Context: an optimization exercise on an open-source flow, tuned for small area and a short achievable clock period. The choices shown serve that exercise and are no tape-out recipe. In this exercise RTL edits were held to simulation tests only and were not proved equivalent to the original. The flow treats the clock pin as an ideal source, which a real chip does not have. Power and IR drop assume default switching activity.

==> try-cedar <==
## nmr_seq
module nmr_seq(
    input         clk_sys,
    input         rst_n,           
    input  [4:0]  start,           
    input  [15:0] datain,          
    input         scale_rst_n,
    input         scale_load,
    input  [4:0]  scale_choice,
    input         pn_change,
    input         inv_turn,
    output        scale_soft_d,
    output        scale_rt_sw,
    output        scale_sw_acq1,
    output        scale_sw_acq2,
    output        scale_s_acq,
    output        scale_dds_conf,
    output        scale_dump_start,
    output        scale_pluse_start,
    output        scale_pn_out,
    output        scale_bb_ch,
    output        scale_reset_out,
    output        scale_load_out,
    output [15:0] scale_s_acqnum,
    output        scale_intertodsp,
    output        scale_state_over_n,
    output [11:0] scale_strippluse,
    output        scale_dumpoff_ctr,
    output        scale_off_test,
    output        scale_tetw_pluse,
    output        scale_s_acq180,
    output        scale_long_opentime,
    output        scale_dump_sustain_ctrl,
    output        scale_ne_le,
    input         scan_rst_n,
    input         scan_load,
    input         scan_choice,
    output        scan_dumpon_ctr,
    output        scan_dumpoff_ctr,
    output        scan_soft_d,
    output        scan_rt_sw,
    output        scan_sw_acq1,
    output        scan_sw_acq2,
    output        scan_s_acq,
    output        scan_dds_conf,
    output        scan_calctrl,
    output        scan_state_over_n,
    output        scan_resetout,
    input         noise_rst_n,
    input         noise_load,
    input         noise_choice,
    output        noise_dumpon_ctr,
    output        noise_dumpoff_ctr,
    output        noise_soft_d,
    output        noise_rt_sw,
    output        noise_sw_acq1,
    output        noise_sw_acq2,
    output        noise_n_acq,
    output        noise_state_over_n,
    input         pluse_rst_n,
  ...
Settings: LEC_CHECK=0, CAP_MARGIN=20, CORE_MARGIN=2, CORE_UTILIZATION=65, CTS_BUF_LIST=sky130_fd_sc_hd__clkbuf_8 sky130_fd_sc_hd__clkbuf_16, CTS_CLUSTER_DIAMETER=100, CTS_CLUSTER_SIZE=30, PLACE_DENSITY=0.75, SLEW_MARGIN=20; clock period 10.0 ns.
standard.sh (not shown) runs the stock make flow with config.mk's settings and CLKGATE_MAP_FILE= SYNTH_SCRIPT=/design/flow/synth_recipe.tcl, a recipe that flattens the netlist after the stock synthesis.
==> flow/flow/run.sh <==
#!/bin/bash
# Layout flow: the standard ORFS flow (standard.sh, synthesis unchanged)
# with these changes, all at the design's clock period and constraints:
#  - port buffers are buf_2 cells;
#  - setup repair aims for a tighter slack than the 10 ns clock needs, and
#    may change a cell's drive strength across footprints;
#  - after CTS, post_cts.tcl replaces the upper levels of the clock tree by
#    root buffers fed from the clock port (see there).
# ORFS writes each step's full log under orfs/logs; make's output goes to
# standard_flow.log.
set -uo pipefail
here=$(cd "$(dirname "$0")" && pwd)
bash standard.sh \
    "BUFFER_PORTS_ARGS=-buffer_cell sky130_fd_sc_hd__buf_2" \
    SETUP_SLACK_MARGIN=7.0 MATCH_CELL_FOOTPRINT=0 \
    POST_CTS_TCL="$here/post_cts.tcl" \
    ${EXTRA_MAKE_ARGS:-} \
    finish > standard_flow.log 2>&1
==> flow/flow/clock_roots.tcl <==
# Rebuild the top of the clock tree: keep CTS's leaf buffers (and any sink
# wired to the upper levels), remove the upper-level buffers and the dummy
# loads CTS added to balance them, and drive the sinks from NROOTS root
# buffers, each fed straight from the clock port and placed at the centre of
# the sinks it drives. Every register still gets its clock through buffers.
proc rebuild_clock_roots { nroots root_master } {
  set db [ord::get_db]
  set block [ord::get_db_block]
  set port_net [$block findNet $::env(CLOCK_PORT_NET)]
  set master [$db findMaster $root_master]
  # upper-level buffers: reachable from the port through clock buffers that
  # are not leaf buffers
  set upper {}
  set loads {}
  set dummies {}
  set frontier [list $port_net]
  while {[llength $frontier] > 0} {
    set net [lindex $frontier 0]
    set frontier [lrange $frontier 1 end]
    foreach it [$net getITerms] {
      if {![$it isInputSignal] && [$it getIoType] ne "INPUT"} { continue }
      set inst [$it getInst]
      set name [$inst getName]
      set mname [[$inst getMaster] getName]
      if {[string match "clkload*" $name]} { lappend dummies $inst; continue }
      if {[string match "clkbuf_*" $name] && ![string match "clkbuf_leaf_*" $name] \
            && [string match "*clkbuf*" $mname]} {
        lappend upper $inst
        set onet [[$inst findITerm X] getNet]
        if {$onet ne "NULL"} { lappend frontier $onet }
        continue
      }
      if {$net ne $port_net} { lappend loads $it }
    }
  }
  puts "clock_roots: [llength $upper] upper buffers, [llength $dummies] dummy loads, [llength $loads] sinks to re-drive"
  if {[llength $upper] == 0} { return }
  # remove upper buffers, their nets and the dummies
  set kill_nets {}
  foreach inst $upper {
    set onet [[$inst findITerm X] getNet]
    if {$onet ne "NULL"} { lappend kill_nets $onet }
  }
  foreach it $loads { $it disconnect }
  foreach inst [concat $upper $dummies] { odb::dbInst_destroy $inst }
  foreach net $kill_nets { odb::dbNet_destroy $net }
  # split the sinks into nroots groups by position: sort by x, then by y in halves
  set pts {}
  foreach it $loads {
    set b [[$it getInst] getBBox]
    lappend pts [list $it [expr {([$b xMin] + [$b xMax]) / 2}] [expr {([$b yMin] + [$b yMax]) / 2}]]
  }
  set groups [list $pts]
  while {[llength $groups] < $nroots} {
    # split the largest group along its longer side
    set gi 0; set best -1
    for {set i 0} {$i < [llength $groups]} {incr i} {
      set n [llength [lindex $groups $i]]
      if {$n > $best} { set best $n; set gi $i }
    }
    set g [lindex $groups $gi]
    set xs [lmap p $g {lindex $p 1}]; set ys [lmap p $g {lindex $p 2}]
    set dx [expr {[tcl::mathfunc::max {*}$xs] - [tcl::mathfunc::min {*}$xs]}]
    set dy [expr {[tcl::mathfunc::max {*}$ys] - [tcl::mathfunc::min {*}$ys]}]
    set key [expr {$dx >= $dy ? 1 : 2}]
    set s [lsort -integer -index $key $g]
    set h [expr {[llength $s] / 2}]
    set groups [lreplace $groups $gi $gi [lrange $s 0 [expr {$h - 1}]] [lrange $s $h end]]
  }
  set k 0
  foreach g $groups {
    set sx 0; set sy 0
    foreach p $g { incr sx [lindex $p 1]; incr sy [lindex $p 2] }
    set cx [expr {$sx / [llength $g]}]; set cy [expr {$sy / [llength $g]}]
    set inst [odb::dbInst_create $block $master "clkroot_$k"]
    set net [odb::dbNet_create $block "clknet_root_$k"]
    $net setSigType CLOCK
    [$inst findITerm A] connect $port_net
    [$inst findITerm X] connect $net
    foreach p $g { [lindex $p 0] connect $net }
    $inst setLocation $cx $cy
    $inst setPlacementStatus PLACED
    puts "clock_roots: clkroot_$k drives [llength $g] sinks at ($cx, $cy)"
    incr k
  }
}
==> flow/flow/post_cts.tcl <==
# Runs at the end of ORFS's CTS step (POST_CTS_TCL). CTS builds a root
# buffer, a level of branch buffers and the leaf buffers; the branch level
# adds about 0.2 ns to every register's clock. Replace the root and branch
# level by a few root buffers fed from the clock port (all registers keep a
# balanced, buffered clock), then legalise and repair timing again.
source [file join [file dirname [info script]] clock_roots.tcl]
set ::env(CLOCK_PORT_NET) clk_sys
rebuild_clock_roots 4 sky130_fd_sc_hd__clkbuf_16
detailed_placement
estimate_parasitics -placement
report_clock_skew
repair_timing_helper
detailed_placement
check_placement -verbose
estimate_parasitics -placement
report_clock_skew
report_worst_slack -max
report_worst_slack -min
==> try-lagoon (differences from try-cedar) <==
==> flow/flow/run.sh (replaced) <==
#!/bin/bash
# Layout flow: the standard ORFS flow (standard.sh, synthesis unchanged)
# with two changes: the port buffers are buf_2 cells, and setup repair aims
# for a tighter slack than the 10 ns clock needs. The clock period and the
# constraints are the design's. ORFS writes each step's full log under
# orfs/logs; make's own output goes to standard_flow.log.
set -uo pipefail
bash standard.sh \
    "BUFFER_PORTS_ARGS=-buffer_cell sky130_fd_sc_hd__buf_2" \
    SETUP_SLACK_MARGIN=6.8 \
    finish > standard_flow.log 2>&1
removed: flow/flow/clock_roots.tcl
removed: flow/flow/post_cts.tcl
==> try-juniper (differences from try-cedar) <==
==> flow/flow/run.sh (replaced) <==
#!/bin/bash
# Layout flow: the standard ORFS flow (standard.sh, synthesis unchanged)
# with these changes, all at the design's clock period and constraints:
#  - port buffers are buf_2 cells;
#  - setup repair aims for a tighter slack than the 10 ns clock needs;
#  - after CTS, post_cts.tcl replaces the upper levels of the clock tree by
#    root buffers fed from the clock port (see there).
# ORFS writes each step's full log under orfs/logs; make's output goes to
# standard_flow.log.
set -uo pipefail
here=$(cd "$(dirname "$0")" && pwd)
bash standard.sh \
    "BUFFER_PORTS_ARGS=-buffer_cell sky130_fd_sc_hd__buf_2" \
    SETUP_SLACK_MARGIN=${SETUP_MARGIN:-7.0} \
    POST_CTS_TCL="$here/post_cts.tcl" \
    ${EXTRA_MAKE_ARGS:-} \
    finish > standard_flow.log 2>&1
==> summary of the runs <==
Routed wire length: try-lagoon < try-cedar < try-juniper. Total power, highest first: try-juniper, try-cedar, try-lagoon. Clock skew, lowest first: try-lagoon, try-cedar, try-juniper. Of try-cedar and try-lagoon, try-cedar has the higher via count (gap about 2.4%, measured against try-lagoon). Worst hold slack: try-lagoon < try-juniper < try-cedar. Of try-cedar and try-lagoon, try-cedar has the higher combinational power (gap about 10%, measured against try-lagoon). In sequential cell count, try-lagoon and try-juniper do not differ. The lowest design area belongs to try-lagoon, the highest to try-juniper. In synthesized cell count, try-juniper and try-lagoon do not differ. Between try-cedar and try-lagoon, the lower final cell count is in try-lagoon (gap 1.5%, measured against try-lagoon).
==> figures <==
metric                                                                                   try-cedar                           try-juniper                           try-lagoon
Layout overhead on the synthesized area                                                      11.9%                                 13.4%                                6.97%
Run status                                                                          finished clean                        finished clean                       finished clean
Cell with the biggest individual delay on the critical path                                 nor2_1                                o21a_4                              dfxtp_1
Register share of the cell area                                                              63.2%                                 62.4%                                65.9%
Final non-filler cell total                                                                   2758                                  2777                                 2716
Clock tree skew after final layout                                                         31.7 ps                               36.7 ps                              18.1 ps
Total area of multi-input combinational cells                                            7830 um^2                             7980 um^2                            7580 um^2
Worst Setup Start Kind                                                               primary input                         primary input                            flip-flop
Number of global-route vias before repair                                                    17200                                 17600                                16800
Power Total                                                                              0.00486 W                             0.00488 W                            0.00486 W
Net count, final                                                                              2297                                  2315                                 2254
Critical path destination                                    scalestate_0.CUTTIME180[16]$_DFFE_PP_  scalestate_0.acqnum[11]$_SDFFE_PN0P_                      scale_reset_out
CP Data Required Time                                                                     10040 ps                              10270 ps                              8000 ps
Top layer used by detailed routing                                                            met5                                  met5                                 met4
Actual transition at the worst max-transition pin                                          1060 ps                               1260 ps                              1090 ps
PD cells                                                                               155 nW/um^2                           154 nW/um^2                          162 nW/um^2
Cell leakage power                                                                         10.8 nW                               11.0 nW                              10.3 nW
Crit. Startpoint                                                                   scale_choice[0]                              inv_turn  scalestate_0.reset_out$_SDFFE_PN0P_
Wl on met1                                                                                26700 um                              27000 um                             26500 um
Met2 track demand over resource                                                              51.4%                                 53.1%                                49.8%
Stage delay of the slowest cell on the critical path                                        480 ps                                210 ps                               410 ps

## port drivers added, routing unchanged
Ports are ideal in the flow. The routed layouts listed here were re-timed in OpenROAD. Step 1 sets driving cells, clkbuf_16 on the clock port and buf_2 on the other inputs (assumed; they add their load-dependent delay and slew). Step 2 moves the port delays by t, midway between the first and last clock arrival at a register: inputs arrive t later, outputs are due t later. That takes back most of the time a late clock gives input paths. Slacks: ideal ports / drivers / drivers and shift; pairs: ideal ports / drivers.
run	t (ns)	setup WS [ns]	worst setup path after step 2	latest minus earliest clock arrival (ns)	slew at the worst register clock pin (ns)
try-cedar	0.490	6.965 / 6.961 / 6.550	input to register	0.042 / 0.042	0.12 / 0.12
try-lagoon	0.662	6.823 / 6.764 / 6.261	input to register	0.027 / 0.026	0.12 / 0.12
try-juniper	0.489	6.903 / 6.964 / 6.487	input to register	0.041 / 0.041	0.12 / 0.12
After both steps setup and hold are still met in every run listed. The setup slack of try-lagoon, which loses most, moves by -0.059 ns with the drivers and by -0.562 ns with both steps.
